Context: an optimization exercise on an open-source flow, tuned for small area. The choices shown serve that exercise and are no tape-out recipe.
Function was checked by simulation only, so behaviour that the tests miss may differ from the original.
No activity file was given, so power comes from the tool's default toggle rates.

===== flow/design.v =====
module speck_uart_top_v3 (
    input  wire clk,
    input  wire rst,
    input  wire uart_rxd,
    output wire uart_txd
);
    localparam [2:0] S_CMD  = 3'd0,    
                     S_KEY  = 3'd1,    
                     S_BLK  = 3'd2,    
                     S_WAIT = 3'd3,    
                     S_RUN  = 3'd4,    
                     S_TX   = 3'd5;    
    reg  [2:0]  st;
    reg         fwd;       
    reg         dk;        
    reg         pk, pd;    
    reg  [4:0]  ph;
    reg  [4:0]  cnt;       
    reg  [3:0]  bn;        
    reg         rx_busy;
    reg         sp;        
    reg         rb;        
    reg         c0, c1, match;    
    reg         key_ok;
    reg         tx_out;
    reg  [31:0] X, Y, K, L0, L1, L2;
    reg  [7:0]  S8;        
    reg  [3:0]  S4;        
    reg         cy;        
    assign uart_txd = tx_out;
    wire slot_end = (ph == 5'd31);
    wire ph_0     = (ph == 5'd0);
    wire lo8      = (ph[4:3] == 2'b00);                        
    wire lo3      = lo8 & ~(ph[2] | (ph[1] & ph[0]));          
    wire hi3      = (ph[4:2] == 3'b111) & (ph[1] | ph[0]);     
    wire lt24     = ~(ph[4] & ph[3]);
    wire run  = (st == S_RUN);
    wire f_d  = run & fwd & ~dk;
    wire f_k  = run & fwd & dk;
    wire i_d  = run & ~fwd & ~dk;
    wire i_k  = run & ~fwd & dk;
    reg cb;
    always @(*) begin
        case (ph[2:0])
            3'd0:    cb = cnt[0];
            3'd1:    cb = cnt[1];
            3'd2:    cb = cnt[2];
            3'd3:    cb = cnt[3];
            default: cb = cnt[4];
        endcase
    end
    wire ib = lo8 & ~(ph[2] & (ph[1] | ph[0])) & (cb ^ ~fwd);
    wire p0  = ~dk ? X[0] : (fwd ? L0[0] : L2[0]);
    wire p8  = ~dk ? X[8] : L0[8];
    wire p3  = ~dk ? X[3] : L2[3];
    wire q0  = ~dk ? Y[0] : K[0];
    wire q3  = ~dk ? Y[3] : K[3];
    wire q29 = ~dk ? Y[29] : K[29];
    wire r   = ~dk ? K[0] : ib;
    wire qnew_i = hi3 ? S4[3] : (q3 ^ p3);
    wire ea     = fwd ? (lt24 ? p8 : S8[0]) : (p0 ^ r);
    wire eb     = fwd ? q0 : ~qnew_i;
    wire eci    = ph_0 ? ~fwd : cy;
    wire esum   = ea ^ eb ^ eci;
    wire pnew_f = esum ^ r;
    wire qnew_f = (lo3 ? q29 : S4[1]) ^ pnew_f;
    wire s8_in = fwd ? (lo8 ? p0 : S8[0]) : esum;
    wire s4_in = fwd ? q0 : (lo3 ? (q0 ^ p0) : S4[0]);
    wire hit    = (ph == {cnt[1:0], bn[2:0]});
    wire rx_win = rx_busy & ~bn[3] & hit;
    wire wr_key = rx_win & (st == S_KEY);
    wire wr_blk = rx_win & (st == S_BLK);
    wire wr_K   = wr_key & (cnt[3:2] == 2'd0);
    wire wr_L0  = wr_key & (cnt[3:2] == 2'd1);
    wire wr_L1  = wr_key & (cnt[3:2] == 2'd2);
    wire wr_L2  = wr_key & (cnt[3:2] == 2'd3);
    wire wr_X   = wr_blk & cnt[2];
    wire wr_Y   = wr_blk & ~cnt[2];
    wire late_x = (i_d & ~lo8) | (pd & lo8);
    wire xfb  = wr_X ? rb : f_d ? pnew_f : late_x ? S8[0] : X[0];
    wire yfb  = wr_Y ? rb : f_d ? qnew_f : i_d ? qnew_i : Y[0];
    wire kfb  = wr_K ? rb : f_k ? qnew_f : i_k ? qnew_i : K[0];
    wire l0fb = wr_L0 ? rb : f_k ? L1[0] : (i_k | (pk & lo8)) ? S8[0] : L0[0];
    wire l1fb = wr_L1 ? rb : f_k ? L2[0] : i_k ? ((pk & lo8) ? S8[0] : L0[0]) : L1[0];
    wire l2fb = wr_L2 ? rb : f_k ? pnew_f : i_k ? L1[0] : L2[0];
    always @(posedge clk) begin
        X  <= {xfb,  X[31:1]};
        Y  <= {yfb,  Y[31:1]};
        K  <= {kfb,  K[31:1]};
        L0 <= {l0fb, L0[31:1]};
        L1 <= {l1fb, L1[31:1]};
        L2 <= {l2fb, L2[31:1]};
        S8 <= {s8_in, S8[7:1]};
        S4 <= {s4_in, S4[3:1]};
        cy <= (ea & eb) | (ea & eci) | (eb & eci);
    end
    wire tapv = cnt[2] ? X[0] : Y[0];
    wire s_tx = (st == S_TX);
    wire cap  = s_tx & hit;
    wire rx_start = ~rx_busy & ~uart_rxd;
    wire smp      = rx_busy & (ph[3:0] == 4'd0) & (ph[4] == sp);
    wire smp_stop = smp & (bn == 4'd7);
    reg exp_bit;
    always @(*) begin
        case (bn[2:0])
            3'd1:    exp_bit = ~c1;
            3'd2:    exp_bit = c0 & c1;
            3'd3:    exp_bit = ~c0 & c1;
            3'd5:    exp_bit = 1'b1;
            default: exp_bit = 1'b0;
        endcase
    end
    wire cnt_26   = (cnt == 5'd26);
    wire cnt_31   = (cnt == 5'd31);
    wire pair_end = ~fwd & (~dk | c0);               
    wire run_end  = run & slot_end & pair_end & cnt_31;
    wire tx_last  = (bn == 4'd9) & (cnt[2:0] == 3'd7);
    always @(posedge clk or posedge rst) begin
        if (rst) begin
            st      <= S_CMD;
            rx_busy <= 1'b0;
            key_ok  <= 1'b0;
            tx_out  <= 1'b1;
        end else begin
            if (rx_start) rx_busy <= 1'b1;
            if (smp_stop) rx_busy <= 1'b0;
            if (smp_stop) begin
                case (st)
                    S_CMD: if (match) begin
                        if (c0 & c1)
                            st <= S_KEY;
                        else if (~c1 & key_ok)
                            st <= S_BLK;
                        else if (~c0 & c1)
                            key_ok <= 1'b0;
                    end
                    S_KEY: if (cnt[3:0] == 4'd15) begin
                        st     <= S_CMD;
                        key_ok <= 1'b1;
                    end
                    default: if (cnt[2:0] == 3'd7) st <= S_WAIT;
                endcase
            end
            if (slot_end) begin
                if (st == S_WAIT) st <= S_RUN;
                if (run_end)      st <= S_TX;
                if (s_tx & tx_last) st <= S_CMD;
            end
            if (run_end)
                tx_out <= 1'b0;
            else if (s_tx & slot_end)
                tx_out <= (bn == 4'd9) ? tx_last : (bn == 4'd8) ? 1'b1 : (cap ? tapv : rb);
        end
    end
    always @(posedge clk) begin
        ph <= ph + 5'd1;
        if (slot_end) begin
            pk <= i_k;
            pd <= i_d;
            if (st == S_WAIT) begin
                fwd <= 1'b1;
                dk  <= ~c0;
            end else if (run) begin
                if (fwd) begin
                    if (dk & cnt_26) fwd <= 1'b0;
                    dk <= ~dk | ~c0 | cnt_26;
                end else begin
                    dk <= pair_end;
                end
            end
        end
        if (rx_start) begin
            sp <= ~(ph[4] ^ ph[3]);
            bn <= 4'd14;
        end else if (smp) begin
            bn <= bn + 4'd1;
        end else if (run_end) begin
            bn <= 4'd0;
        end else if (s_tx & slot_end) begin
            bn <= (bn == 4'd9) ? 4'd0 : bn + 4'd1;
        end
        if (smp)
            rb <= uart_rxd;
        else if (cap)
            rb <= tapv;
        if (smp & (st == S_CMD)) begin
            if (bn == 4'd15) begin
                c0    <= uart_rxd;
                match <= 1'b1;
            end else if (bn == 4'd0) begin
                c1    <= uart_rxd;
            end else if (~bn[3] & (bn[2:0] != 3'd7)) begin
                if (uart_rxd != exp_bit) match <= 1'b0;
            end
        end
        if (smp_stop)
            cnt <= (st == S_CMD) ? {~c1, ~c1, 3'b000} : cnt + 5'd1;
        else if (slot_end) begin
            if (run & fwd & dk & cnt_26)
                cnt <= ~cnt;
            else if ((run & (fwd ? dk : pair_end)) | (s_tx & (bn == 4'd9)))
                cnt <= cnt + 5'd1;
        end
    end
endmodule

===== flow/flow/run.sh =====
#!/bin/bash
set -euo pipefail
export CTS_ARGS="-sink_clustering_enable -repair_clock_nets -dont_use_dummy_load -buf_list sky130_fd_sc_hd__clkbuf_4 -sink_clustering_size 10 -sink_clustering_max_diameter 40"
bash standard.sh > flow.log 2>&1

===== flow/standard.sh =====
#!/bin/bash
# synth_recipe.tcl (not shown) runs the flow's synth.tcl, then flattens the netlist and writes it again
# the make line also repeats each setting of config.mk as NAME=value (left out here)
make -C /OpenROAD-flow-scripts/flow DESIGN_CONFIG=/design/flow/config.mk WORK_HOME=/design/flow/orfs CLKGATE_MAP_FILE= SYNTH_SCRIPT=/design/flow/synth_recipe.tcl "${@:-finish}"

===== flow/config.mk =====
export PLATFORM = sky130hd
export DESIGN_NAME = speck_uart_top_v3
export DESIGN_NICKNAME = speck_uart_top_v3
export VERILOG_FILES = /design/flow/design.v
export SDC_FILE = /design/flow/constraint.sdc
export NUM_CORES = 4
export LEC_CHECK = 0
export CAP_MARGIN = 20
export CORE_MARGIN = 2
export CORE_UTILIZATION = 40
export SLEW_MARGIN = 20

===== flow/constraint.sdc =====
create_clock -name core_clock -period 10.0 [get_ports {clk}]
set_input_delay 2.0000 -clock core_clock [delete_from_list [all_inputs] [get_ports {clk}]]
set_output_delay 2.0000 -clock core_clock [all_outputs]
set_load 0.01 [all_outputs]

==> results of run 1 <==
==> Yosys cell counts, types with 4 or more instances <==
cell type and number:
a211oi_1 6, clkbuf_1 6, o21ai_0 12, a21oi_1 22, nor4_1 4, xor2_1 6, inv_1 22, dfrtp_1 5
o21ai_1 6, o31ai_1 4, mux2i_1 13, and2_1 4, nor2_1 25, nor3_1 9, xnor2_1 8, nand2_1 34
edfxtp_1 13, nand3_1 10, ha_1 19, dfxtp_1 215, nor2b_1 5
==> power breakdown <==
| group | switching [uW] | internal [uW] |
|---|---|---|
| Clock | 260 | 133 |
| Sequential | 28.8 | 956 |
| Combinational | 54.0 | 42.6 |
==> sequential cells by signal, summed over array words and instances, names as in the netlist, 4 cells and up <==
name	flops
K	32
L0	32
L1	32
L2	32
S4	4
S8	8
X	32
Y	32
bn	4
cnt	5
ph	5
==> area by class of cell <==
type                       instances  area, um2  area share (%)
inverter                          23       86.3            1.23
tap                              216        270            3.84
timing repair buffer               3       30.0           0.426
clock buffer                      29        218            3.09
multi-input combinational        235       1590            22.6
sequential                       234       4850            68.8
antenna                            1       2.50          0.0355
==> per-stage QoR <==
step	std cells	worst slack (ns)	power [uW]	hold WS (ns)	cell area [um2]
6_report	741	6.33	1470	0.320	7040
4_1_cts	740	6.27	1500	0.331	7040
3_3_place_gp	711	6.56	1100	0.311	6820
5_1_grt	741	6.25	1550	0.333	7040
2_1_floorplan	503	6.96	1070	0.310	6570
3_5_place_dp	711	6.52	1100	0.312	6820
==> how the worst max path moves through the flow <==
stage,startpoint,slack [ns],end,cells after the start
after global placement,uart_rxd,6.56,match,5
after floorplan,ph[0],6.96,K[31],13
after CTS,tx_out,6.27,uart_txd,1
final,tx_out,6.33,uart_txd,1
after global routing,tx_out,6.25,uart_txd,1
after detailed placement,uart_rxd,6.52,match,5
==> layer usage <==
layer	up-vias	share of wire, %	global-route usage, %
met5	-	0	0
met3	25	6.0	3.11
met1	1618	50	17.1
li1	1734	-	-
met2	104	41	17.2
met4	0	2.6	4.78
==> cell families after synthesis <==
family / count (synthesis) / synth area share, %
AOI/OAI and AO/OA: 71 / 6.85
DFF: 234 / 73.7
muxes: 15 / 2.32
adders and majority gates: 20 / 3.92
xor gates and xnor gates: 15 / 2.11
and+or+nand+nor: 114 / 8.96
buffers and inverters: 34 / 2.11
==> impl_metrics.ini, run 1 <==
[worst_setup_path]
ff2ff_setup_slack_ns = 6.68
crit_required_ns = 8.00
reg2reg_depth = 12
cp_num_buf_inv = 1
slowest_delay_ns = 0.53
cp.arrival_ns = 1.67
crit_type = flip-flop to primary output
end_kind = primary output
worstPathCellList = clkdlybuf4s50_1
critPathMaxFanout = 2
reg2reg_to = K[31]
cp_slowest_cell = dfstp_2
worstReg2RegStart = ph[2]
startpoint_type = flip-flop
crit_family = flip-flops

[sta]
finalMaxSlewViolations = 0
skew_ns = 0.0397
fin_tns_setup_ns = 0
post-route-min-period_ns = 3.67
fmax_ghz = 0.273
relSlewSlack_pct = 48.2
worstMarginPinSlew_ns = 0.777
rsz0062_at_grt = false
setup_viol = 0
finalCritPeriodShare_pct = 36.7
hold_viol_final = 0

[yosys]
synthDistinctLibCells = 59
syn_avg_cell_area_um2 = 13.1
synth-seq-cells = 234
synth_top_area_share_pct = 65.5
async_flop_share_pct = 2.56
synth_area_leaders = dfxtp_1 65%, edfxtp_1 5.9%, ha_1 3.6%
syn-num-nets = 526
seq_area_frac_synth_pct = 73.7
synth_edf_count = 13
synth.largest_area_cell = dfxtp_1
yosys_warnings = 1
netlist_area_um2 = 6570
synthFlopType = dfxtp_1
syn_inst = 503

[clock_network]
cts_made_buffers = 29
cts_setup_buffers = 0
cts_hold_buf = 0
clock_tree.buffer_depth = 3
tritoncts = yes
htree_levels = 1
cts.sinks = 234
clock_latency_ns = 0.63
root_buffer = clkbuf_4
clkTransAtPathRegs_ns = 0.10
cts_resized = 0

[run_status]
status = complete, no violations

[pwr]
p_leak_uw = 0.00280
ir_drop_mv = 0.105
powerDensity_nw_per_um2 = 209

[final_layout]
final_nets = 549
final_core_util_pct = 44.0
layout_commonest_cell = dfxtp_1
areaGrowthSynthToFinish_pct = 7.12
final_cell_mix = 215 x dfxtp_1, 34 x nand2_1, 29 x clkbuf_4
layout-drive-gt1-share_pct = 8.02
fillerInstances = 1503

[drt]
ant_nets = 0
vias = 3481
wirelength_um = 10000
post_drt_wl_per_cell_um = 13.6
drtPass1Iterations = 5
vias_per_cell = 4.70
drt_iter0_markers = 223
drc = 0

[floorplanning]
io-pin-count = 4
rows = 46
core_area_um2 = 16000
dieArea_um2 = 17500
die_height_um = 132
die_w_um = 132
initial_core_util_pct = 41.1

[global_routing]
track_usage_pct = 11.9
overflow = 0
grt_pass1_vias = 3446
grt_max_degree = 24
antenna_found_initial = 1
grt_pass1_wl_um = 17000

[hold_path]
hp-start = L2[15]
hold_end = L2[14]
hold_path_depth = 0
hold_class = flip-flop to flip-flop

[run]
drv_cap = 0

[placed_design]
gp_congestion = 0.848
dp_hpwl_um = 6540
io_buffers = 3
==> run 2, diff against run 1 <==
==> flow/flow/run.sh (replaced) <==
#!/bin/bash
# Own layout flow: the standard flow (standard.sh) with two changes.
#  1. After the standard synthesis, the combinational logic is re-mapped by
#     Yosys/ABC for area. Every flip-flop instance is kept as it is (same
#     name, same cell); the new netlist is checked against the standard one
#     with a combinational equivalence proof (flip-flops as cut points), and
#     the standard netlist is kept if the proof fails.
#  2. Clock tree synthesis uses small clock buffers and no dummy loads.
# Each tool writes its full output to a log file in this folder.
set -euo pipefail
export CTS_ARGS="-sink_clustering_enable -repair_clock_nets -dont_use_dummy_load -buf_list {sky130_fd_sc_hd__clkbuf_2 sky130_fd_sc_hd__clkbuf_4 sky130_fd_sc_hd__clkbuf_8} -sink_clustering_size 14 -sink_clustering_max_diameter 35"

bash standard.sh synth > synth.log 2>&1

R=orfs/results/${FLOW_PLATFORM}/speck_uart_top_v3/base
LIB=${FLOW_HOME}/platforms/${FLOW_PLATFORM}/lib/sky130_fd_sc_hd__tt_025C_1v80.lib
YOSYS=${FLOW_HOME}/../tools/install/yosys/bin/yosys
[ -x "$YOSYS" ] || YOSYS=yosys

cp $R/1_2_yosys.v std_netlist.v
SEQ=$(grep -o "sky130_fd_sc_hd__[a-z]*df[a-z0-9_]*" std_netlist.v | sort -u | tr '\n' ' ')

cat > reopt.ys <<EOY
read_liberty -ignore_miss_func $LIB
blackbox $SEQ
read_verilog std_netlist.v
hierarchy -top ${FLOW_TOP}
flatten
opt -purge
abc -liberty $LIB -dont_use *probe* -dont_use *lpflow*
opt_clean -purge
hilomap -singleton -hicell sky130_fd_sc_hd__conb_1 HI -locell sky130_fd_sc_hd__conb_1 LO
splitnets
opt_clean -purge
insbuf -buf sky130_fd_sc_hd__buf_4 A X
stat -liberty $LIB
write_verilog -noattr -noexpr -nohex -nodec reopt_netlist.v
EOY

cat > equiv.ys <<EOY
read_liberty -ignore_miss_func $LIB
blackbox $SEQ
read_verilog std_netlist.v
rename ${FLOW_TOP} gold
read_verilog reopt_netlist.v
rename ${FLOW_TOP} gate
flatten gold gate
rename -hide w:_*
rename -hide w:*.*
opt_clean
equiv_make gold gate equiv
hierarchy -top equiv
equiv_simple -seq 0
equiv_status -assert
EOY

if "$YOSYS" -l reopt.log -s reopt.ys > /dev/null 2>&1 && \
   "$YOSYS" -l equiv.log -s equiv.ys > /dev/null 2>&1; then
    cp reopt_netlist.v $R/1_2_yosys.v
    touch $R/1_2_yosys.v
    echo "re-mapped netlist in use" > reopt_status.txt
else
    echo "re-mapping failed or not proven; standard netlist in use" > reopt_status.txt
fi

bash standard.sh > flow.log 2>&1
--- a/flow/config.mk
+++ b/flow/config.mk
@@ -7,5 +7,5 @@
 export LEC_CHECK = 0
 export CAP_MARGIN = 20
 export CORE_MARGIN = 2
-export CORE_UTILIZATION = 40
+export CORE_UTILIZATION = 60
 export SLEW_MARGIN = 20
==> run 2 against run 1 <==
Effect of this change: still clean on timing, DRC and antenna; setup slack better by 0.15 ns; sequential cell count stayed put; design area decreased by 4.1%; die area fell by 36%; critical path depth unchanged; wire length decreased by 9.2%; worst hold slack got worse by 0.018 ns; register-to-register slack improved by 0.16 ns; via count fell by 6.3%; maximum frequency rose by 4.2%.
==> impl_metrics.ini, run 2 <==
[sta]
relSlewSlack_pct = 56.1
fin_tns_setup_ns = 0
finalMaxSlewViolations = 0
worstMarginPinSlew_ns = 0.656
setup_viol = 0
skew_ns = 0.0493
hold_viol_final = 0
rsz0062_at_grt = false
finalCritPeriodShare_pct = 35.2
post-route-min-period_ns = 3.52
fmax_ghz = 0.284

[final_layout]
layout-drive-gt1-share_pct = 6.00
final_cell_mix = 215 x dfxtp_1, 38 x nand2_1, 32 x nor2_1
final_nets = 505
multi_input_area_um2 = 1280
regArea_um2 = 4850
final_core_util_pct = 66.6
layout.cells.non_filler = 636
fillerInstances = 743
n_antenna_cell = 0
areaGrowthSynthToFinish_pct = 9.49
layout_commonest_cell = dfxtp_1

[drt]
drtPass1Iterations = 4
drt_iter0_markers = 228
drc = 0
ant_nets = 0
vias = 3263
wirelength_um = 9130
post_drt_wl_per_cell_um = 14.3
vias_per_cell = 5.13

[pwr]
ir_drop_mv = 0.152
powerDensity_nw_per_um2 = 216
p_leak_uw = 0.00259

[run_status]
status = complete, no violations

[worst_setup_path]
cp_num_buf_inv = 1
critPathMaxFanout = 2
cp_slowest_cell = clkdlybuf4s50_1
cp.arrival_ns = 1.52
worstPathCellList = clkdlybuf4s50_1
crit_family = buffers and inverters
startpoint_type = flip-flop
crit_type = flip-flop to primary output
crit_required_ns = 8.00
end_kind = primary output
slowest_delay_ns = 0.53

[floorplanning]
core_area_um2 = 10100
rows = 37
io-pin-count = 4
die_w_um = 105
die_height_um = 105
dieArea_um2 = 11100
initial_core_util_pct = 60.8

[placed_design]
dp_hpwl_um = 5770
place_inst = 608
io_buffers = 3
gp_congestion = 0.898

[global_routing]
track_usage_pct = 17.3
grt_pass1_wl_um = 15400
overflow = 0
antenna_found_initial = 0
grt_pass1_vias = 3115
grt_max_degree = 15

[clock_network]
cts_made_buffers = 28
root_buffer = clkbuf_8
tritoncts = yes
htree_levels = 1
cts.sinks = 234
cts_hold_buf = 0
cts_setup_buffers = 0
clock_tree.buffer_depth = 3
clock_latency_ns = 0.52
clkTransAtPathRegs_ns = 0.07
cts_resized = 0

[yosys]
syn_avg_cell_area_um2 = 13.2
yosys_warnings = 1
syn-num-nets = 472
syn_inst = 469
netlist_area_um2 = 6170

[hold_path]
hold_class = flip-flop to flip-flop

[run]
drv_cap = 0
run 2: per-layer routing:
layer,GRT usage (%),up-vias,share of wire [%]
met5,0,-,0
met4,6.00,0,2.1
met3,3.77,14,4.1
met2,24.0,65,42
met1,26.7,1529,52
li1,-,1655,-
run 2: worst paths after layout:
path,start,end,slack (ns),cells past startpoint
worst min-delay path,L2[15],L2[14],0.30,0
max in group asynchronous,rst,tx_out,8.05,2
worst max register to register,cnt[2],K[31],6.84,11
worst min register to register,L2[15],L2[14],0.30,0
worst max-delay path,tx_out,uart_txd,6.48,1
min in group asynchronous,rst,st[2],1.69,2
run 2: metrics by stage:
| step | instance area [um2] | setup WS [ns] | total power (uW) | hold WS [ns] |
|---|---|---|---|---|
| after floorplan | 6170 | 7.13 | 962 | 0.310 |
| after global placement | 6370 | 6.77 | 963 | 0.310 |
| after detailed placement | 6370 | 6.74 | 963 | 0.312 |
| after CTS | 6750 | 6.45 | 1480 | 0.304 |
| after global routing | 6750 | 6.44 | 1510 | 0.306 |
| final | 6750 | 6.48 | 1460 | 0.302 |
run 2: cell type report:
cell class | count | area share [%]
Inverter | 11 | 0.611
Clock buffer | 28 | 5.71
Sequential cell | 234 | 71.7
Tap cell | 136 | 2.52
Timing Repair Buffer | 3 | 0.445
Multi-Input combinational cell | 224 | 19.0
run 2: power by group:
part           internal [uW]  switching (uW)  leakage [uW]  total (uW)
Clock                    247             272      0.000201         519
Sequential               940           0.307       0.00191         940
Combinational           1.02            1.35      0.000480        2.37
Total                   1190             274       0.00259        1460
==> run 3, diff against run 2 <==
--- a/flow/flow/run.sh
+++ b/flow/flow/run.sh
@@ -8,7 +8,7 @@
 #  2. Clock tree synthesis uses small clock buffers and no dummy loads.
 # Each tool writes its full output to a log file in this folder.
 set -euo pipefail
-export CTS_ARGS="-sink_clustering_enable -repair_clock_nets -dont_use_dummy_load -buf_list {sky130_fd_sc_hd__clkbuf_2 sky130_fd_sc_hd__clkbuf_4 sky130_fd_sc_hd__clkbuf_8} -sink_clustering_size 14 -sink_clustering_max_diameter 35"
+export CTS_ARGS="-sink_clustering_enable -repair_clock_nets -dont_use_dummy_load -buf_list sky130_fd_sc_hd__clkbuf_4 -sink_clustering_size 13 -sink_clustering_max_diameter 30"
 
 bash standard.sh synth > synth.log 2>&1
 
--- a/flow/config.mk
+++ b/flow/config.mk
@@ -7,5 +7,5 @@
 export LEC_CHECK = 0
 export CAP_MARGIN = 20
 export CORE_MARGIN = 2
-export CORE_UTILIZATION = 60
+export CORE_UTILIZATION = 55
 export SLEW_MARGIN = 20
==> run 3 against run 2 <==
Effect of this change: critical endpoint unchanged; non-clock buffer count stayed put; die area up 8.7%; critical path depth is the same; sequential cell count unchanged; cell count is 1.6% higher; global-route usage down 1.0 points; register-to-register slack got worse by 0.05 ns; synthesized cell count is the same; still clean on timing, DRC and antenna; wire length up 0.81%; setup slack got worse by 0.049 ns; sequential power hardly changed.
==> impl_metrics.ini, run 3 <==
[run_status]
status = complete, no violations

[sta]
finalCritPeriodShare_pct = 35.7
worstMarginPinSlew_ns = 0.731
relSlewSlack_pct = 50.8
fin_tns_setup_ns = 0
skew_ns = 0.0696
rsz0062_at_grt = false
finalMaxSlewViolations = 0
post-route-min-period_ns = 3.57
hold_slack_ns = 0.268
setup_viol = 0
fmax_ghz = 0.280
hold_viol_final = 0

[drt]
post_drt_wl_per_cell_um = 14.2
vias_per_cell = 5.17
vias = 3341
drt_iter0_markers = 227
ant_nets = 0
drc = 0
drtPass1Iterations = 4
wirelength_um = 9200

[yosys]
syn_inst = 469
yosys_warnings = 1
netlist_area_um2 = 6170
syn-num-nets = 472
syn_avg_cell_area_um2 = 13.2

[hold_path]
hold_class = flip-flop to flip-flop

[global_routing]
grtUsageMet3_pct = 4.39
use_met1_pct = 23.7
track_usage_pct = 16.2
antenna_found_initial = 0
met2_usage_pct = 22.3
grt_max_degree = 15
busiest_layer = met1
grt_pass1_wl_um = 15200
grt_pass1_vias = 3163
overflow = 0

[worst_setup_path]
cp.arrival_ns = 1.57
startpoint_type = flip-flop
cp_num_buf_inv = 1
cp_slowest_cell = dfstp_2
slowest_delay_ns = 0.53
crit_family = flip-flops
critPathMaxFanout = 2
crit_type = flip-flop to primary output
worstPathCellList = clkdlybuf4s50_1
end_kind = primary output
crit_required_ns = 8.00

[final_layout]
areaGrowthSynthToFinish_pct = 7.46
final_nets = 511
layout.cells.non_filler = 646
design_area_um2 = 6630
final_cell_mix = 215 x dfxtp_1, 38 x nand2_1, 34 x clkbuf_4
n_antenna_cell = 0
layout_commonest_cell = dfxtp_1
final_core_util_pct = 60.9
layout-drive-gt1-share_pct = 7.11

[pwr]
internal_power_uw = 1100
p_leak_uw = 0.00254
comb_power_share_pct = 0.2
p_seq_share_pct = 69.3
ir_drop_mv = 0.140
powerDensity_nw_per_um2 = 205
p_switching_uw = 260
p_clk_share_pct = 30.6
netSwitchingFraction_pct = 19.1

[floorplanning]
initial_core_util_pct = 56.7
dieArea_um2 = 12100
die_height_um = 110
die_w_um = 110
io-pin-count = 4
rows = 38
core_area_um2 = 10900

[clock_network]
cts_resized = 0
cts_setup_buffers = 0
cts_made_buffers = 34
root_buffer = clkbuf_4
htree_levels = 2
cts.sinks = 234
clock_latency_ns = 0.56
tritoncts = yes
clock_tree.buffer_depth = 3
clkTransAtPathRegs_ns = 0.11
cts_hold_buf = 0

[placed_design]
gp_congestion = 0.829
io_buffers = 3
place_inst = 612
post_dp_cell_area_um2 = 6370
dp_hpwl_um = 5840

[run]
drv_cap = 0
==> run 3: metrics by stage <==
step,power (uW),worst slack [ns]
6_report,1360,6.43
5_1_grt,1410,6.37
4_1_cts,1380,6.39
3_5_place_dp,963,6.72
3_3_place_gp,963,6.77
2_1_floorplan,962,7.13
==> run 3: path summary, 6_finish.rpt <==
check,startpoint,end,slack (ns),cells past startpoint
worst max-delay path,tx_out,uart_txd,6.43,1
worst min-delay path,S8[7],S8[6],0.27,0
worst max register to register,cnt[2],K[31],6.79,11
worst min register to register,S8[7],S8[6],0.27,0
max in group asynchronous,rst,tx_out,8.09,2
min in group asynchronous,rst,rx_busy,1.69,2
==> run 3: final cells by class <==
cell class / count / area [um2]
multi-input cells: 224 / 1280
well taps: 140 / 175
repair buffers: 3 / 30.0
inverters: 11 / 41.3
fillers: 886 / 4260
clock buffers: 34 / 255
flip-flops and latches: 234 / 4850
==> run 3: power groups by stage <==
stage	Sequential, uW	Combinational [uW]	Clock (uW)
CTS	940	2.53	435
global route	940	2.72	470
finish	940	2.46	415
floorplan	961	1.01	0
detailed placement	961	2.52	0
global placement	961	2.44	0
==> run 3: metal layers <==
metal,vias to the layer above,share of wire [%],routed length (um)
met3,23,4.9,447
met2,64,42,3830
met5,-,0,0
met4,0,2.4,220
met1,1572,51,4700
li1,1682,-,-
==> run 4, diff against run 3 <==
--- a/flow/flow/run.sh
+++ b/flow/flow/run.sh
@@ -8,7 +8,7 @@
 #  2. Clock tree synthesis uses small clock buffers and no dummy loads.
 # Each tool writes its full output to a log file in this folder.
 set -euo pipefail
-export CTS_ARGS="-sink_clustering_enable -repair_clock_nets -dont_use_dummy_load -buf_list sky130_fd_sc_hd__clkbuf_4 -sink_clustering_size 13 -sink_clustering_max_diameter 30"
+export CTS_ARGS="-sink_clustering_enable -repair_clock_nets -dont_use_dummy_load -buf_list sky130_fd_sc_hd__clkbuf_4 -sink_clustering_size 10 -sink_clustering_max_diameter 40"
 
 bash standard.sh synth > synth.log 2>&1
 
--- a/flow/config.mk
+++ b/flow/config.mk
@@ -7,5 +7,5 @@
 export LEC_CHECK = 0
 export CAP_MARGIN = 20
 export CORE_MARGIN = 2
-export CORE_UTILIZATION = 55
+export CORE_UTILIZATION = 40
 export SLEW_MARGIN = 20
==> run 4 against run 3 <==
Effect of this change: maximum frequency shrank 2.0%; critical path depth stayed put; sequential cell count did not move; core utilization is 17 points lower; worst hold slack better by 0.023 ns; clock skew fell by 0.026 ns; first-iteration DRC count shrank 21%; synthesized area is the same; highest routed layer unchanged.
==> impl_metrics.ini, run 4 <==
[global_routing]
grt_max_degree = 15
overflow = 0
grtUsageMet3_pct = 3.38
antenna_found_initial = 1
track_usage_pct = 11.8
met2_usage_pct = 16.8
grt_pass1_wl_um = 15600
use_met1_pct = 16.9
grt_pass1_vias = 3228
busiest_layer = met1

[floorplanning]
core_area_um2 = 15100
rows = 45
initial_core_util_pct = 40.7
die_height_um = 128
io-pin-count = 4
die_w_um = 128
dieArea_um2 = 16400

[sta]
relSlewSlack_pct = 53.7
finalCritPeriodShare_pct = 36.5
setup_viol = 0
skew_ns = 0.0431
fmax_ghz = 0.274
finalMaxSlewViolations = 0
post-route-min-period_ns = 3.65
fin_tns_setup_ns = 0
hold_viol_final = 0
worstMarginPinSlew_ns = 0.687
rsz0062_at_grt = false

[placed_design]
dp_hpwl_um = 5990
io_buffers = 3
post_dp_cell_area_um2 = 6430
gp_congestion = 0.887

[clock_network]
cts_setup_buffers = 0
cts_hold_buf = 0
tritoncts = yes
cts_resized = 0
clock_latency_ns = 0.62
root_buffer = clkbuf_4
clock_tree.buffer_depth = 3
cts_made_buffers = 29
htree_levels = 1
clkTransAtPathRegs_ns = 0.09
cts.sinks = 234

[worst_setup_path]
cp.arrival_ns = 1.65
startpoint_type = flip-flop
end_kind = primary output
cp_num_buf_inv = 1
cp_slowest_cell = dfstp_2
crit_type = flip-flop to primary output
critPathMaxFanout = 2
crit_family = flip-flops
slowest_delay_ns = 0.53
worstPathCellList = clkdlybuf4s50_1
crit_required_ns = 8.00

[drt]
wirelength_um = 9360
drc = 0
drtPass1Iterations = 4
vias_per_cell = 4.80
vias = 3310
drt_iter0_markers = 180
post_drt_wl_per_cell_um = 13.6
ant_nets = 0

[yosys]
netlist_area_um2 = 6170
yosys_warnings = 1
syn_avg_cell_area_um2 = 13.2
syn_inst = 469
syn-num-nets = 472

[hold_path]
hold_class = flip-flop to flip-flop

[final_layout]
multi_input_area_um2 = 1280
regArea_um2 = 4850
layout-drive-gt1-share_pct = 6.19
final_cell_mix = 215 x dfxtp_1, 38 x nand2_1, 32 x nor2_1
layout_commonest_cell = dfxtp_1
design_area_um2 = 6650
fillerInstances = 1358
areaGrowthSynthToFinish_pct = 7.87
final_nets = 506

[pwr]
powerDensity_nw_per_um2 = 200
ir_drop_mv = 0.108
p_leak_uw = 0.00252
fin_total_pwr_uw = 1330

[run_status]
status = complete, no violations

[run]
drv_cap = 0
[run 4: metal layers]
metal  share of wire [%]  vias to the layer above
li1                    -                     1669
met4                 1.8                        0
met2                  43                       81
met5                   0                        -
met3                 6.0                       19
met1                  49                     1541
[run 4: area by class of cell]
class / instances / share of cell area [%]
well taps: 188 / 3.54
repair buffers: 3 / 0.451
clock buffers: 29 / 3.27
diodes: 1 / 0.0376
multi-input cells: 224 / 19.3
inverters: 11 / 0.621
flip-flops and latches: 234 / 72.8
[run 4: stage by stage]
step	setup WS [ns]	std cells	hold WS, ns	utilization [%]
final	6.35	690	0.291	43.9
after global routing	6.27	690	0.299	43.9
after CTS	6.29	689	0.289	43.9
after detailed placement	6.73	660	0.312	42.5
after global placement	6.76	660	0.310	42.5
after floorplan	7.13	469	0.310	-
[run 4: path summary, 6_finish.rpt]
check                                end  cells past startpoint  startpoint  slack [ns]
max in group asynchronous         tx_out                      2         rst        8.17
worst min register to register     L1[9]                      0      L1[10]        0.29
worst max-delay path            uart_txd                      1      tx_out        6.35
worst max register to register     K[31]                     11       ph[0]        6.82
worst min-delay path               L1[9]                      0      L1[10]        0.29
min in group asynchronous          st[0]                      2         rst        1.59
[run 4: power by group]
part,total [uW],switching [uW],internal [uW]
Combinational,2.40,1.38,1.02
Sequential,939,0.285,939
Clock,389,256,133
==> run 5, diff against run 4 <==
--- a/flow/design.v
+++ b/flow/design.v
@@ -13,7 +13,6 @@
     reg  [2:0]  st;
     reg         fwd;       
     reg         dk;        
-    reg         pk, pd;    
     reg  [4:0]  ph;
     reg  [4:0]  cnt;       
     reg  [3:0]  bn;        
@@ -76,18 +75,20 @@
     wire wr_L2  = wr_key & (cnt[3:2] == 2'd3);
     wire wr_X   = wr_blk & cnt[2];
     wire wr_Y   = wr_blk & ~cnt[2];
-    wire late_x = (i_d & ~lo8) | (pd & lo8);
-    wire xfb  = wr_X ? rb : f_d ? pnew_f : late_x ? S8[0] : X[0];
+    wire hi8  = ph[4] & ph[3];                                  
+    wire xfb  = wr_X ? rb : f_d ? pnew_f : (i_d & ~lo8) ? S8[0] : X[0];
+    wire x7   = (i_d & hi8) ? esum : X[8];
     wire yfb  = wr_Y ? rb : f_d ? qnew_f : i_d ? qnew_i : Y[0];
     wire kfb  = wr_K ? rb : f_k ? qnew_f : i_k ? qnew_i : K[0];
-    wire l0fb = wr_L0 ? rb : f_k ? L1[0] : (i_k | (pk & lo8)) ? S8[0] : L0[0];
-    wire l1fb = wr_L1 ? rb : f_k ? L2[0] : i_k ? ((pk & lo8) ? S8[0] : L0[0]) : L1[0];
+    wire l0fb = wr_L0 ? rb : f_k ? L1[0] : i_k ? S8[0] : L0[0];
+    wire l07  = (i_k & hi8) ? esum : L0[8];
+    wire l1fb = wr_L1 ? rb : f_k ? L2[0] : i_k ? L0[0] : L1[0];
     wire l2fb = wr_L2 ? rb : f_k ? pnew_f : i_k ? L1[0] : L2[0];
     always @(posedge clk) begin
-        X  <= {xfb,  X[31:1]};
+        X  <= {xfb,  X[31:9], x7, X[7:1]};
         Y  <= {yfb,  Y[31:1]};
         K  <= {kfb,  K[31:1]};
-        L0 <= {l0fb, L0[31:1]};
+        L0 <= {l0fb, L0[31:9], l07, L0[7:1]};
         L1 <= {l1fb, L1[31:1]};
         L2 <= {l2fb, L2[31:1]};
         S8 <= {s8_in, S8[7:1]};
@@ -134,11 +135,11 @@
                         else if (~c0 & c1)
                             key_ok <= 1'b0;
                     end
-                    S_KEY: if (cnt[3:0] == 4'd15) begin
+                    S_KEY: if (cnt_31) begin
                         st     <= S_CMD;
                         key_ok <= 1'b1;
                     end
-                    default: if (cnt[2:0] == 3'd7) st <= S_WAIT;
+                    default: if (cnt_31) st <= S_WAIT;
                 endcase
             end
             if (slot_end) begin
@@ -155,8 +156,6 @@
     always @(posedge clk) begin
         ph <= ph + 5'd1;
         if (slot_end) begin
-            pk <= i_k;
-            pd <= i_d;
             if (st == S_WAIT) begin
                 fwd <= 1'b1;
                 dk  <= ~c0;
@@ -194,7 +193,7 @@
             end
         end
         if (smp_stop)
-            cnt <= (st == S_CMD) ? {~c1, ~c1, 3'b000} : cnt + 5'd1;
+            cnt <= (st == S_CMD) ? {1'b1, ~c1, 3'b000} : cnt + 5'd1;
         else if (slot_end) begin
             if (run & fwd & dk & cnt_26)
                 cnt <= ~cnt;
==> run 5 against run 4 <==
Effect of this change: worst hold slack better by 0.019 ns; still clean; setup slack worse by 0.017 ns; first-iteration DRC count is 33% higher; largest cell class unchanged.
==> impl_metrics.ini, run 5 <==
[clock_network]
cts_resized = 0
clkTransAtPathRegs_ns = 0.10
cts_setup_buffers = 0
clock_latency_ns = 0.62
cts.sinks = 232
tritoncts = yes
cts_made_buffers = 29
root_buffer = clkbuf_4
cts_hold_buf = 0
htree_levels = 1
clock_tree.buffer_depth = 3

[worst_setup_path]
crit_type = flip-flop to primary output
critPathMaxFanout = 2
cp_slowest_cell = dfstp_2
slowest_delay_ns = 0.54
cp_num_buf_inv = 1
worstPathCellList = clkdlybuf4s50_1
end_kind = primary output
crit_required_ns = 8.00
startpoint_type = flip-flop
cp.arrival_ns = 1.66
crit_family = flip-flops
worstReg2RegStart = fwd
critPathLaunch = tx_out

[global_routing]
grt_pass1_wl_um = 17000
grt_pass1_vias = 3354
overflow = 0
antenna_found_initial = 0
grt_max_degree = 18
track_usage_pct = 12.8

[final_layout]
layout-drive-gt1-share_pct = 6.10
final_nets = 513
n_antenna_cell = 0
final_cell_mix = 215 x dfxtp_1, 38 x nor2_1, 31 x nand2_1
layout.cells.non_filler = 696
areaGrowthSynthToFinish_pct = 7.81
layout_commonest_cell = dfxtp_1

[floorplanning]
core_area_um2 = 15100
dieArea_um2 = 16500
io-pin-count = 4
die_height_um = 128
die_w_um = 128
initial_core_util_pct = 40.9
rows = 45

[sta]
finalCritPeriodShare_pct = 36.6
rsz0062_at_grt = false
fmax_ghz = 0.273
finalMaxSlewViolations = 0
setup_viol = 0
fin_tns_setup_ns = 0
hold_viol_final = 0
worstMarginPinSlew_ns = 0.677
skew_ns = 0.0417
hold_slack_ns = 0.310
relSlewSlack_pct = 54.5
post-route-min-period_ns = 3.66

[drt]
post_drt_wl_per_cell_um = 14.5
wl_met3_um = 592
met1Wirelength_um = 5020
wirelength_um = 10100
drc = 0
ant_nets = 0
drtPass1Iterations = 5
vias = 3404
vias_per_cell = 4.89
dr_wl_met2_um = 4180
drt_iter0_markers = 240
dr.max_layer_used = met4

[pwr]
fin_total_pwr_uw = 1330
p_leak_uw = 0.00250
ir_drop_mv = 0.112
powerDensity_nw_per_um2 = 199

[yosys]
syn_inst = 476
netlist_area_um2 = 6190
yosys_warnings = 1
syn_avg_cell_area_um2 = 13.0
syn-num-nets = 479

[placed_design]
dp_hpwl_um = 6550
place_inst = 667
gp_congestion = 0.825
io_buffers = 3

[run_status]
status = complete, no violations

[run]
drv_cap = 0

[hold_path]
hold_class = flip-flop to flip-flop
hp-start = Y[28]
==> run 5: worst paths after layout <==
check | end | slack, ns | depth (start not counted)
max | uart_txd | 6.34 | 1
max reg2reg | Y[31] | 6.67 | 10
min in group asynchronous | rx_busy | 1.58 | 2
min reg2reg | Y[27] | 0.31 | 0
max in group asynchronous | tx_out | 8.19 | 2
min | Y[27] | 0.31 | 0
==> run 5: report_power, final <==
part / total, uW / internal, uW / switching [uW]
sequential: 930 / 930 / 0.624
combinational: 2.50 / 1.10 / 1.41
clock: 393 / 133 / 260
==> run 5: cell type report <==
cell class,instances,area (um2)
clock buffer,29,218
fill,1423,8480
inverter,12,45.0
multi-input combinational,232,1360
sequential,232,4790
tap,188,235
timing repair buffer,3,30.0
==> run 5: through the flow <==
stage / area (um2) / utilization, % / setup WS (ns)
after floorplan: 6190 / - / 7.16
after global placement: 6450 / 42.6 / 6.73
after detailed placement: 6450 / 42.6 / 6.70
after CTS: 6670 / 44.0 / 6.27
after global routing: 6670 / 44.0 / 6.25
final: 6670 / 44.0 / 6.34
==> run 5: per-layer routing <==
metal  vias up  global-route usage, %
li1       1692                      -
met1      1596                   18.6
met2        92                   18.4
met3        24                   3.45
met4         0                   4.98
met5         -                      0
==> run 6, diff against run 5 <==
--- a/flow/design.v
+++ b/flow/design.v
@@ -9,7 +9,8 @@
                      S_BLK  = 3'd2,    
                      S_WAIT = 3'd3,    
                      S_RUN  = 3'd4,    
-                     S_TX   = 3'd5;    
+                     S_TX   = 3'd5,    
+                     S_DEC  = 3'd6;    
     reg  [2:0]  st;
     reg         fwd;       
     reg         dk;        
@@ -19,12 +20,12 @@
     reg         rx_busy;
     reg         sp;        
     reg         rb;        
-    reg         c0, c1, match;    
+    reg         c0;        
     reg         key_ok;
     reg         tx_out;
     reg  [31:0] X, Y, K, L0, L1, L2;
     reg  [7:0]  S8;        
-    reg  [3:0]  S4;        
+    reg  [2:0]  S3;        
     reg         cy;        
     assign uart_txd = tx_out;
     wire slot_end = (ph == 5'd31);
@@ -56,16 +57,17 @@
     wire q3  = ~dk ? Y[3] : K[3];
     wire q29 = ~dk ? Y[29] : K[29];
     wire r   = ~dk ? K[0] : ib;
-    wire qnew_i = hi3 ? S4[3] : (q3 ^ p3);
+    wire qnew_i = hi3 ? S3[1] : (q3 ^ p3);
     wire ea     = fwd ? (lt24 ? p8 : S8[0]) : (p0 ^ r);
     wire eb     = fwd ? q0 : ~qnew_i;
     wire eci    = ph_0 ? ~fwd : cy;
     wire esum   = ea ^ eb ^ eci;
     wire pnew_f = esum ^ r;
-    wire qnew_f = (lo3 ? q29 : S4[1]) ^ pnew_f;
+    wire qnew_f = (lo3 ? q29 : S3[0]) ^ pnew_f;
     wire s8_in = fwd ? (lo8 ? p0 : S8[0]) : esum;
-    wire s4_in = fwd ? q0 : (lo3 ? (q0 ^ p0) : S4[0]);
-    wire hit    = (ph == {cnt[1:0], bn[2:0]});
+    wire s3_in = fwd ? q0 : (lo3 ? (q0 ^ p0) : S3[0]);
+    wire s_cmd  = (st == S_CMD);
+    wire hit    = (ph == {cnt[1:0] & {2{~s_cmd}}, bn[2:0]});
     wire rx_win = rx_busy & ~bn[3] & hit;
     wire wr_key = rx_win & (st == S_KEY);
     wire wr_blk = rx_win & (st == S_BLK);
@@ -73,7 +75,7 @@
     wire wr_L0  = wr_key & (cnt[3:2] == 2'd1);
     wire wr_L1  = wr_key & (cnt[3:2] == 2'd2);
     wire wr_L2  = wr_key & (cnt[3:2] == 2'd3);
-    wire wr_X   = wr_blk & cnt[2];
+    wire wr_X   = (wr_blk & cnt[2]) | (rx_win & s_cmd);
     wire wr_Y   = wr_blk & ~cnt[2];
     wire hi8  = ph[4] & ph[3];                                  
     wire xfb  = wr_X ? rb : f_d ? pnew_f : (i_d & ~lo8) ? S8[0] : X[0];
@@ -92,7 +94,7 @@
         L1 <= {l1fb, L1[31:1]};
         L2 <= {l2fb, L2[31:1]};
         S8 <= {s8_in, S8[7:1]};
-        S4 <= {s4_in, S4[3:1]};
+        S3 <= {s3_in, S3[2:1]};
         cy <= (ea & eb) | (ea & eci) | (eb & eci);
     end
     wire tapv = cnt[2] ? X[0] : Y[0];
@@ -101,16 +103,11 @@
     wire rx_start = ~rx_busy & ~uart_rxd;
     wire smp      = rx_busy & (ph[3:0] == 4'd0) & (ph[4] == sp);
     wire smp_stop = smp & (bn == 4'd7);
-    reg exp_bit;
-    always @(*) begin
-        case (bn[2:0])
-            3'd1:    exp_bit = ~c1;
-            3'd2:    exp_bit = c0 & c1;
-            3'd3:    exp_bit = ~c0 & c1;
-            3'd5:    exp_bit = 1'b1;
-            default: exp_bit = 1'b0;
-        endcase
-    end
+    wire [7:0] cmd   = X[8:1];
+    wire       is_k  = (cmd == 8'h4B);
+    wire       is_ed = (cmd[7:1] == 7'b0100_010);   
+    wire       is_r  = (cmd == 8'h52);
+    wire       dec   = (st == S_DEC) & slot_end;
     wire cnt_26   = (cnt == 5'd26);
     wire cnt_31   = (cnt == 5'd31);
     wire pair_end = ~fwd & (~dk | c0);               
@@ -125,16 +122,19 @@
         end else begin
             if (rx_start) rx_busy <= 1'b1;
             if (smp_stop) rx_busy <= 1'b0;
+            if (dec) begin
+                if (is_k)
+                    st <= S_KEY;
+                else if (is_ed & key_ok)
+                    st <= S_BLK;
+                else
+                    st <= S_CMD;
+                if (is_r)
+                    key_ok <= 1'b0;
+            end
             if (smp_stop) begin
                 case (st)
-                    S_CMD: if (match) begin
-                        if (c0 & c1)
-                            st <= S_KEY;
-                        else if (~c1 & key_ok)
-                            st <= S_BLK;
-                        else if (~c0 & c1)
-                            key_ok <= 1'b0;
-                    end
+                    S_CMD: st <= S_DEC;
                     S_KEY: if (cnt_31) begin
                         st     <= S_CMD;
                         key_ok <= 1'b1;
@@ -182,18 +182,12 @@
             rb <= uart_rxd;
         else if (cap)
             rb <= tapv;
-        if (smp & (st == S_CMD)) begin
-            if (bn == 4'd15) begin
-                c0    <= uart_rxd;
-                match <= 1'b1;
-            end else if (bn == 4'd0) begin
-                c1    <= uart_rxd;
-            end else if (~bn[3] & (bn[2:0] != 3'd7)) begin
-                if (uart_rxd != exp_bit) match <= 1'b0;
-            end
-        end
-        if (smp_stop)
-            cnt <= (st == S_CMD) ? {1'b1, ~c1, 3'b000} : cnt + 5'd1;
+        if (dec)
+            c0 <= cmd[0];
+        if (dec)
+            cnt <= {1'b1, ~cmd[1], 3'b000};
+        else if (smp_stop)
+            cnt <= cnt + 5'd1;
         else if (slot_end) begin
             if (run & fwd & dk & cnt_26)
                 cnt <= ~cnt;
--- a/flow/config.mk
+++ b/flow/config.mk
@@ -7,5 +7,6 @@
 export LEC_CHECK = 0
 export CAP_MARGIN = 20
 export CORE_MARGIN = 2
-export CORE_UTILIZATION = 40
+export CORE_UTILIZATION = 65
+export PLACE_DENSITY = 0.8
 export SLEW_MARGIN = 20
==> run 6 against run 5 <==
Effect of this change: still clean; via count grew 0.15%; first-iteration DRC count shrank 40%; cell count shrank 13%; design area shrank 3.0%; count of clock-buffer cells in the layout shrank 1; total power shrank 2.1%; die area shrank 38%; non-clock buffer count is the same; clock skew grew 0.038 ns; sequential share of layout area grew 0.34 points; synthesized cell count shrank 1.9%; critical endpoint unchanged.
==> impl_metrics.ini, run 6 <==
[global_routing]
grt_pass1_wl_um = 16500
grt_pass1_vias = 3345
antenna_found_initial = 0
grtUsageMet3_pct = 4.72
busiest_layer = met2
overflow = 0
track_usage_pct = 20.7
met2_usage_pct = 31.3
use_met1_pct = 29.6
grt_max_degree = 29

[placed_design]
gp_congestion = 0.965
io_buffers = 3
dp_slack_ns = 6.69
dp_hpwl_um = 6510

[clock_network]
tritoncts = yes
cts.sinks = 229
clkTransAtPathRegs_ns = 0.10
cts_hold_buf = 0
clock_tree.buffer_depth = 3
htree_levels = 1
cts_resized = 0
root_buffer = clkbuf_4
cts_made_buffers = 28
cts_setup_buffers = 0
clock_latency_ns = 0.60

[worst_setup_path]
cp_slowest_cell = dfstp_2
cp.arrival_ns = 1.59
slowest_delay_ns = 0.53
critPathLaunch = tx_out
crit_family = flip-flops
crit_type = flip-flop to primary output
reg2reg_depth = 9
end_kind = primary output
critPathMaxFanout = 2
startpoint_type = flip-flop
crit_required_ns = 8.00
cp_num_buf_inv = 1
worstPathCellList = clkdlybuf4s50_1
worstReg2RegStart = cnt[3]
ff2ff_setup_slack_ns = 6.60
reg2reg_to = Y[31]

[sta]
finalMaxSlewViolations = 0
fin_tns_setup_ns = 0
hold_viol_final = 0
hold_slack_ns = 0.302
skew_ns = 0.0800
fmax_ghz = 0.278
rsz0062_at_grt = false
worstMarginPinSlew_ns = 0.913
setup_slack_ns = 6.41
finalCritPeriodShare_pct = 35.9
relSlewSlack_pct = 39.1
setup_viol = 0
post-route-min-period_ns = 3.59

[floorplanning]
rows = 35
die_height_um = 101
dieArea_um2 = 10200
die_w_um = 101
io-pin-count = 4
core_area_um2 = 9150
initial_core_util_pct = 66.6

[final_layout]
final_cell_mix = 218 x dfxtp_1, 33 x nand2_1, 30 x nor2_1
layout_commonest_cell = dfxtp_1
final_nets = 503
n_antenna_cell = 0
layout-drive-gt1-share_pct = 6.02
areaGrowthSynthToFinish_pct = 6.22

[drt]
drtPass1Iterations = 4
ant_nets = 0
drt_iter0_markers = 144
post_drt_wl_per_cell_um = 16.1
wirelength_um = 9800
vias_per_cell = 5.60
drc = 0
vias = 3409

[yosys]
netlist_area_um2 = 6090
syn_avg_cell_area_um2 = 13.0
syn_inst = 467
yosys_warnings = 1
syn-num-nets = 470

[hold_path]
hold_path_depth = 0
hp-start = L1[6]
hold_class = flip-flop to flip-flop
hold_end = L1[5]

[pwr]
powerDensity_nw_per_um2 = 201
p_leak_uw = 0.00247
ir_drop_mv = 0.135

[run]
drv_cap = 0

[run_status]
status = complete, no violations
run 6: changes by cell type in the layout (fill, tap and decap cells not counted), moves of 3 or more:
| cell | change |
|---|---|
| a21oi_1 | -3 |
| dfxtp_1 | +3 |
| edfxtp_1 | -6 |
| mux2i_1 | +4 |
| nand2b_1 | -4 |
| nor2_1 | -8 |
| nor3_1 | -12 |
| nor3b_1 | +3 |
| or2_0 | +4 |
| xnor2_1 | -4 |
run 6: worst reg2reg max path: stages, from the launching register on:
cell,delay [ns]
edfxtp_1,0.54
mux4_2,0.54
mux2i_1,0.17
a2bb2oi_1,0.27
a21oi_1,0.11
o31ai_1,0.36
xor2_1,0.22
xor2_1,0.46
xnor3_1,0.44
a31oi_1,0.19
run 6: how the worst max path moves through the flow:
stage	end	slack, ns	depth (start not counted)
final	uart_txd	6.41	1
after global routing	uart_txd	6.31	1
after CTS	uart_txd	6.35	1
after detailed placement	Y[31]	6.69	9
after global placement	K[31]	6.90	9
after floorplan	K[31]	7.09	8
run 6: power breakdown:
part           total [uW]  switching (uW)  internal [uW]  leakage [uW]
Sequential            916           0.943            915       0.00187
Clock                 379             250            129      0.000129
Combinational        3.15            1.61           1.54      0.000472
Total                1300             253           1040       0.00247
run 6: per-stage QoR:
step	power [uW]	cells	util (%)	area [um2]
floorplan	938	467	-	6090
global placement	940	581	68.4	6260
detailed placement	940	581	68.4	6260
CTS	1320	609	70.7	6470
global route	1350	609	70.7	6470
finish	1300	609	70.7	6470
run 6: layer usage:
layer,vias to the layer above,routed length (um)
met3,15,559
met5,-,0
met4,0,159
li1,1662,-
met1,1627,4550
met2,105,4530
run 6: area by class of cell:
cell class	count	area, um2
multi-input cells	224	1380
inverters	14	52.6
repair buffers	3	30.0
flip-flops and latches	229	4670
fillers	643	2680
clock buffers	28	210
well taps	111	139
==> run 7, diff against run 6 <==
--- a/flow/config.mk
+++ b/flow/config.mk
@@ -7,6 +7,5 @@
 export LEC_CHECK = 0
 export CAP_MARGIN = 20
 export CORE_MARGIN = 2
-export CORE_UTILIZATION = 65
-export PLACE_DENSITY = 0.8
+export CORE_UTILIZATION = 40
 export SLEW_MARGIN = 20
==> run 7 against run 6 <==
Effect of this change: maximum frequency decreased by 2.2%; clock power increased by 3%; core utilization decreased by 27 points; synthesized area unchanged; register-to-register slack improved by 0.12 ns; non-clock buffer count unchanged; critical path type unchanged; critical endpoint unchanged; largest power group unchanged.
==> impl_metrics.ini, run 7 <==
[pwr]
p_leak_uw = 0.00248
powerDensity_nw_per_um2 = 199
netSwitchingFraction_pct = 19.6
fin_total_pwr_uw = 1310
internal_power_uw = 1050
ir_drop_mv = 0.0887
p_switching_uw = 256
p_seq_share_pct = 69.9
comb_power_share_pct = 0.2
p_clk_share_pct = 29.9

[sta]
fmax_ghz = 0.272
setup_slack_ns = 6.33
setup_viol = 0
rsz0062_at_grt = false
hold_slack_ns = 0.296
finalCritPeriodShare_pct = 36.7
hold_viol_final = 0
finalMaxSlewViolations = 0
relSlewSlack_pct = 40.7
skew_ns = 0.0428
fin_tns_setup_ns = 0
post-route-min-period_ns = 3.67
worstMarginPinSlew_ns = 0.890

[yosys]
syn_avg_cell_area_um2 = 13.0
yosys_warnings = 1
syn_inst = 467
syn-num-nets = 470
netlist_area_um2 = 6090

[floorplanning]
die_height_um = 127
io-pin-count = 4
dieArea_um2 = 16200
die_w_um = 127
core_area_um2 = 15000
initial_core_util_pct = 40.5
rows = 45

[drt]
post_drt_wl_per_cell_um = 14.0
vias_per_cell = 4.88
drtPass1Iterations = 4
ant_nets = 0
wirelength_um = 9660
vias = 3357
drc = 0
drt_iter0_markers = 188

[clock_network]
cts_made_buffers = 30
cts_resized = 0
clock_tree.buffer_depth = 3
clkTransAtPathRegs_ns = 0.10
clock_latency_ns = 0.61
cts_setup_buffers = 0
root_buffer = clkbuf_4
cts.sinks = 229
cts_hold_buf = 0
tritoncts = yes
htree_levels = 1

[final_layout]
fillerInstances = 1393
areaGrowthSynthToFinish_pct = 8.05
regArea_um2 = 4670
layout_commonest_cell = dfxtp_1
final_nets = 505
layout.cells.non_filler = 688
final_cell_mix = 218 x dfxtp_1, 33 x nand2_1, 30 x nor2_1, 30 x clkbuf_4, 23 x a21oi_1
n_antenna_cell = 0
layout-drive-gt1-share_pct = 6.40
multi_input_area_um2 = 1380

[placed_design]
dp_slack_ns = 6.77
io_buffers = 3
gp_congestion = 0.921
place_inst = 658
dp_hpwl_um = 6240

[global_routing]
antenna_found_initial = 0
grt_pass1_wl_um = 16200
grt_pass1_vias = 3317
track_usage_pct = 12.3
grt_max_degree = 29
overflow = 0

[worst_setup_path]
cp_slowest_cell = dfstp_2
crit_required_ns = 8.00
critPathMaxFanout = 2
cp_num_buf_inv = 1
slowest_delay_ns = 0.54
crit_type = flip-flop to primary output
cp.arrival_ns = 1.67
startpoint_type = flip-flop
end_kind = primary output
crit_family = flip-flops
ff2ff_setup_slack_ns = 6.72
worstPathCellList = clkdlybuf4s50_1

[hold_path]
hold_class = flip-flop to flip-flop

[run_status]
status = complete, no violations

[run]
drv_cap = 0
[run 7: cell count changes in the layout (fill, tap and decap cells not counted)]
cell	delta
clkbuf_4	+2
[run 7: final cells by class]
type,instances,share of cell area (%)
sequential,229,70.9
multi-input combinational,224,20.9
tap,188,3.57
clock buffer,30,3.42
inverter,14,0.798
timing repair buffer,3,0.456
[run 7: stage by stage]
step	area, um2	utilization [%]
after floorplan	6090	-
final	6580	43.8
after global placement	6360	42.3
after detailed placement	6360	42.3
after CTS	6580	43.8
after global routing	6580	43.8
[run 7: final timing paths]
check / endpoint / cells after the start / from
min in group asynchronous: st[0] / 2 / rst
min reg2reg: Y[3] / 0 / Y[4]
max: uart_txd / 1 / tx_out
min: Y[3] / 0 / Y[4]
max reg2reg: Y[31] / 9 / ph[1]
max in group asynchronous: tx_out / 2 / rst
[run 7: power groups by stage]
| stage | logic (uW) | registers, uW | clock network, uW |
|---|---|---|---|
| finish | 3.03 | 916 | 391 |
| global route | 3.45 | 916 | 457 |
| CTS | 3.05 | 916 | 418 |
| detailed placement | 3.03 | 937 | 0 |
| global placement | 2.91 | 937 | 0 |
| floorplan | 1.78 | 936 | 0 |
[run 7: per-layer routing]
metal | vias up | track usage (%) | wire length, um
li1 | 1670 | - | -
met1 | 1608 | 17.1 | 4790
met2 | 59 | 18.3 | 4200
met3 | 20 | 3.56 | 416
met4 | 0 | 4.85 | 259
met5 | - | 0 | 0
==> run 8, diff against run 7 <==
==> flow/flow/run.sh (replaced) <==
#!/bin/bash
# Own layout flow: the standard flow (standard.sh) with two changes.
#  1. After the standard synthesis, the combinational logic is re-mapped by
#     Yosys/ABC for area, with a few ABC scripts; the smallest result is kept.
#     Every flip-flop instance is kept as it is (same name, same cell); each
#     new netlist is checked against the standard one with a combinational
#     equivalence proof (flip-flops as cut points), and the standard netlist
#     is kept if no re-mapped netlist passes.
#  2. Clock tree synthesis uses small clock buffers and no dummy loads.
#  3. The port buffers are the smallest buffer cell.
# Each tool writes its full output to a log file in this folder.
set -euo pipefail
export BUFFER_PORTS_ARGS="-buffer_cell sky130_fd_sc_hd__buf_1"
export CTS_ARGS="-sink_clustering_enable -repair_clock_nets -dont_use_dummy_load -buf_list sky130_fd_sc_hd__clkbuf_4 -sink_clustering_size 10 -sink_clustering_max_diameter 40"

bash standard.sh synth > synth.log 2>&1

R=orfs/results/${FLOW_PLATFORM}/speck_uart_top_v3/base
LIB=${FLOW_HOME}/platforms/${FLOW_PLATFORM}/lib/sky130_fd_sc_hd__tt_025C_1v80.lib
YOSYS=${FLOW_HOME}/../tools/install/yosys/bin/yosys
[ -x "$YOSYS" ] || YOSYS=yosys

cp $R/1_2_yosys.v std_netlist.v
SEQ=$(grep -o "sky130_fd_sc_hd__[a-z]*df[a-z0-9_]*" std_netlist.v | sort -u | tr '\n' ' ')

SCRIPTS=(
  ""
  "-script +&get,-n;&st;&dch,-f;&nf,-R,1000;&put"
  "-script +&get,-n;&st;&dch,-f;&nf,-a,-R,1000,-F,5;&put"
  "-script +&get,-n;&st;&syn2;&dch,-f;&nf,-R,1000;&put"
)

best=""
best_area=""
for n in "${!SCRIPTS[@]}"; do
  cat > reopt_$n.ys <<EOY
read_liberty -ignore_miss_func $LIB
blackbox $SEQ
read_verilog std_netlist.v
hierarchy -top ${FLOW_TOP}
flatten
opt -purge
abc -liberty $LIB -dont_use *probe* -dont_use *lpflow* ${SCRIPTS[$n]}
opt_clean -purge
hilomap -singleton -hicell sky130_fd_sc_hd__conb_1 HI -locell sky130_fd_sc_hd__conb_1 LO
splitnets
opt_clean -purge
insbuf -buf sky130_fd_sc_hd__buf_4 A X
tee -o reopt_$n.stat stat -liberty $LIB
write_verilog -noattr -noexpr -nohex -nodec reopt_$n.v
EOY
  cat > equiv_$n.ys <<EOY
read_liberty -ignore_miss_func $LIB
blackbox $SEQ
read_verilog std_netlist.v
rename ${FLOW_TOP} gold
read_verilog reopt_$n.v
rename ${FLOW_TOP} gate
flatten gold gate
rename -hide w:_*
rename -hide w:*.*
opt_clean
equiv_make gold gate equiv
hierarchy -top equiv
equiv_simple -seq 0
equiv_status -assert
EOY
  if "$YOSYS" -l reopt_$n.log -s reopt_$n.ys > /dev/null 2>&1 && \
     "$YOSYS" -l equiv_$n.log -s equiv_$n.ys > /dev/null 2>&1; then
    area=$(awk '/Chip area for module/ {print $NF}' reopt_$n.stat | tail -1)
    echo "script $n: area $area, proven" >> reopt_status.txt
    if [ -z "$best" ] || awk -v a="$area" -v b="$best_area" 'BEGIN {exit !(a < b)}'; then
      best=$n
      best_area=$area
    fi
  else
    echo "script $n: failed or not proven" >> reopt_status.txt
  fi
done

if [ -n "$best" ]; then
  cp reopt_$best.v $R/1_2_yosys.v
  touch $R/1_2_yosys.v
  echo "re-mapped netlist $best in use (area $best_area)" >> reopt_status.txt
else
  echo "standard netlist in use" >> reopt_status.txt
fi

bash standard.sh > flow.log 2>&1
--- a/flow/config.mk
+++ b/flow/config.mk
@@ -7,5 +7,6 @@
 export LEC_CHECK = 0
 export CAP_MARGIN = 20
 export CORE_MARGIN = 2
-export CORE_UTILIZATION = 40
+export CORE_UTILIZATION = 65
+export PLACE_DENSITY = 0.8
 export SLEW_MARGIN = 20
==> run 8 against run 7 <==
Effect of this change: largest power group unchanged; cell count decreased by 10%; clock skew decreased by 0.017 ns; global-route usage increased by 6.9 points; highest routed layer unchanged; critical path type is now flip-flop to flip-flop; via count increased by 1.8%; sequential cell count unchanged; wire length decreased by 3.5%.
==> impl_metrics.ini, run 8 <==
[run_status]
status = complete, no violations

[clock_network]
htree_levels = 1
cts_made_buffers = 27
clock_tree.buffer_depth = 3
cts.sinks = 229
cts_setup_buffers = 0
root_buffer = clkbuf_4
tritoncts = yes
clock_latency_ns = 0.59
cts_hold_buf = 0
clkTransAtPathRegs_ns = 0.10
cts_resized = 0

[placed_design]
dp_hpwl_um = 6200
io_buffers = 3
gp_congestion = 0.949
post_dp_cell_area_um2 = 6190

[pwr]
p_seq_share_pct = 71.0
internal_power_uw = 1040
fin_total_pwr_uw = 1290
powerDensity_nw_per_um2 = 202
p_leak_uw = 0.00247
p_switching_uw = 250
p_clk_share_pct = 28.8
ir_drop_mv = 0.133
netSwitchingFraction_pct = 19.4
comb_power_share_pct = 0.2

[sta]
rsz0062_at_grt = false
fin_tns_setup_ns = 0
fmax_ghz = 0.297
skew_ns = 0.0260
finalMaxSlewViolations = 0
setup_viol = 0
relSlewSlack_pct = 39.4
worstMarginPinSlew_ns = 0.909
finalCritPeriodShare_pct = 33.7
hold_viol_final = 0
post-route-min-period_ns = 3.37
hold_slack_ns = 0.308

[global_routing]
grt_pass1_vias = 3336
track_usage_pct = 19.2
grt_max_degree = 29
antenna_found_initial = 0
grt_pass1_wl_um = 15500
overflow = 0

[final_layout]
n_antenna_cell = 0
multi_input_area_um2 = 1320
design_area_um2 = 6390
final_nets = 510
regArea_um2 = 4670
layout_commonest_cell = dfxtp_1
layout-drive-gt1-share_pct = 5.74
final_cell_mix = 218 x dfxtp_1, 40 x nor2_1, 39 x nand2_1
areaGrowthSynthToFinish_pct = 5.84
fillerInstances = 655
final_core_util_pct = 70.2

[hold_path]
hold_path_depth = 0
hold_end = X[10]
hp-start = X[11]
hold_class = flip-flop to flip-flop

[floorplanning]
io-pin-count = 4
dieArea_um2 = 10100
initial_core_util_pct = 66.3
core_area_um2 = 9110
rows = 35
die_w_um = 100
die_height_um = 100

[drt]
ant_nets = 0
drc = 0
vias = 3418
vias_per_cell = 5.55
drtPass1Iterations = 4
drt_iter0_markers = 228
post_drt_wl_per_cell_um = 15.1
wirelength_um = 9320

[worst_setup_path]
cp.arrival_ns = 3.79
critPathMaxFanout = 7
startpoint_type = flip-flop
end_kind = flip-flop
reg2reg_to = K[31]
reg2reg_depth = 10
worstReg2RegStart = ph[1]
crit_type = flip-flop to flip-flop
crit_required_ns = 10.43
ff2ff_setup_slack_ns = 6.63

[yosys]
syn-num-nets = 478
yosys_warnings = 1
syn_avg_cell_area_um2 = 12.7
netlist_area_um2 = 6040
syn_inst = 475

[run]
drv_cap = 0
## run 8: worst max-delay path by stage
stage	start	endpoint	slack (ns)	cells past startpoint
finish	ph[1]	K[31]	6.63	10
CTS	tx_out	uart_txd	6.72	1
floorplan	ph[1]	K[31]	7.22	10
global route	ph[1]	Y[31]	6.48	10
global placement	ph[1]	K[31]	6.96	10
detailed placement	ph[1]	K[31]	6.73	10
## run 8: cell type report
cell class / count / share of cell area (%)
Clock buffer: 27 / 3.17
Inverter: 13 / 0.764
Sequential cell: 229 / 73.0
Timing Repair Buffer: 3 / 0.176
Multi-Input combinational cell: 233 / 20.7
Tap cell: 111 / 2.17
## run 8: power groups by stage
stage	registers, uW	clock network, uW	logic, uW
after floorplan	936	0	1.65
after global placement	937	0	2.30
after detailed placement	937	0	2.42
after CTS	916	383	2.42
after global routing	916	423	2.83
final	916	372	2.37
## run 8: metrics by stage
stage                     setup WS (ns)  std cells
after floorplan                    7.22        475
after global placement             6.96        589
after detailed placement           6.73        589
after CTS                          6.72        616
after global routing               6.48        616
final                              6.63        616
## run 8: worst max-delay path: stages, from the launching register on
cell and delay, ns:
dfxtp_1 0.50, mux4_2 0.54, nor2b_1 0.15, o31ai_1 0.52, xor2_1 0.14, o21ai_0 0.33, xnor2_1 0.15, xnor2_1 0.31
xnor2_1 0.18, xnor2_1 0.27, a31oi_1 0.12
## run 8: layer usage
metal / track usage [%] / wire [um] / part of all wire, % / vias up
met3: 4.18 / 532 / 5.7 / 25
met5: 0 / 0 / 0 / -
li1: - / - / - / 1677
met1: 26.5 / 4370 / 47 / 1597
met2: 30.1 / 4210 / 45 / 119
met4: 7.06 / 220 / 2.4 / 0

static timing again, ports no longer ideal:
The flow's constraints put no driver on any port. The routed layouts listed below were extracted and timed again, unchanged, in two steps. Step 1: set_driving_cell puts a clkbuf_16 on clk and a buf_2 on each other input, an assumption about the parent block. Step 2 times the ports against the registers' clock, not the clock port: input delays grow and output delays shrink by t, the midpoint of the rising clock arrivals with the driver on. Slacks: no drivers / after step 1 / after step 2; pairs: no drivers / after step 1.
| run | t, ns | setup slack, ns | worst hold slack (ns) | latest minus earliest clock arrival (ns) | worst slew at a driven data input, ns |
|---|---|---|---|---|---|
| run 1 | 0.642 | 6.331 / 6.297 / 6.495 | 0.320 / 0.320 / 0.320 | 0.041 / 0.040 | 0.03 |
| run 2 | 0.530 | 6.478 / 6.443 / 6.719 | 0.302 / 0.302 / 0.302 | 0.054 / 0.053 | 0.03 |
| run 3 | 0.550 | 6.429 / 6.397 / 6.719 | 0.268 / 0.268 / 0.268 | 0.074 / 0.073 | 0.03 |
| run 4 | 0.633 | 6.355 / 6.318 / 6.695 | 0.291 / 0.291 / 0.291 | 0.049 / 0.049 | 0.03 |
| run 5 | 0.627 | 6.338 / 6.308 / 6.670 | 0.310 / 0.310 / 0.310 | 0.042 / 0.042 | 0.03 |
| run 6 | 0.595 | 6.407 / 6.377 / 6.599 | 0.302 / 0.302 / 0.302 | 0.082 / 0.083 | 0.03 |
| run 7 | 0.624 | 6.326 / 6.293 / 6.721 | 0.296 / 0.296 / 0.296 | 0.044 / 0.044 | 0.03 |
| run 8 | 0.607 | 6.633 / 6.633 / 6.633 | 0.308 / 0.308 / 0.308 | 0.030 / 0.030 | 0.03 |
After both steps setup and hold are still met in every run listed.
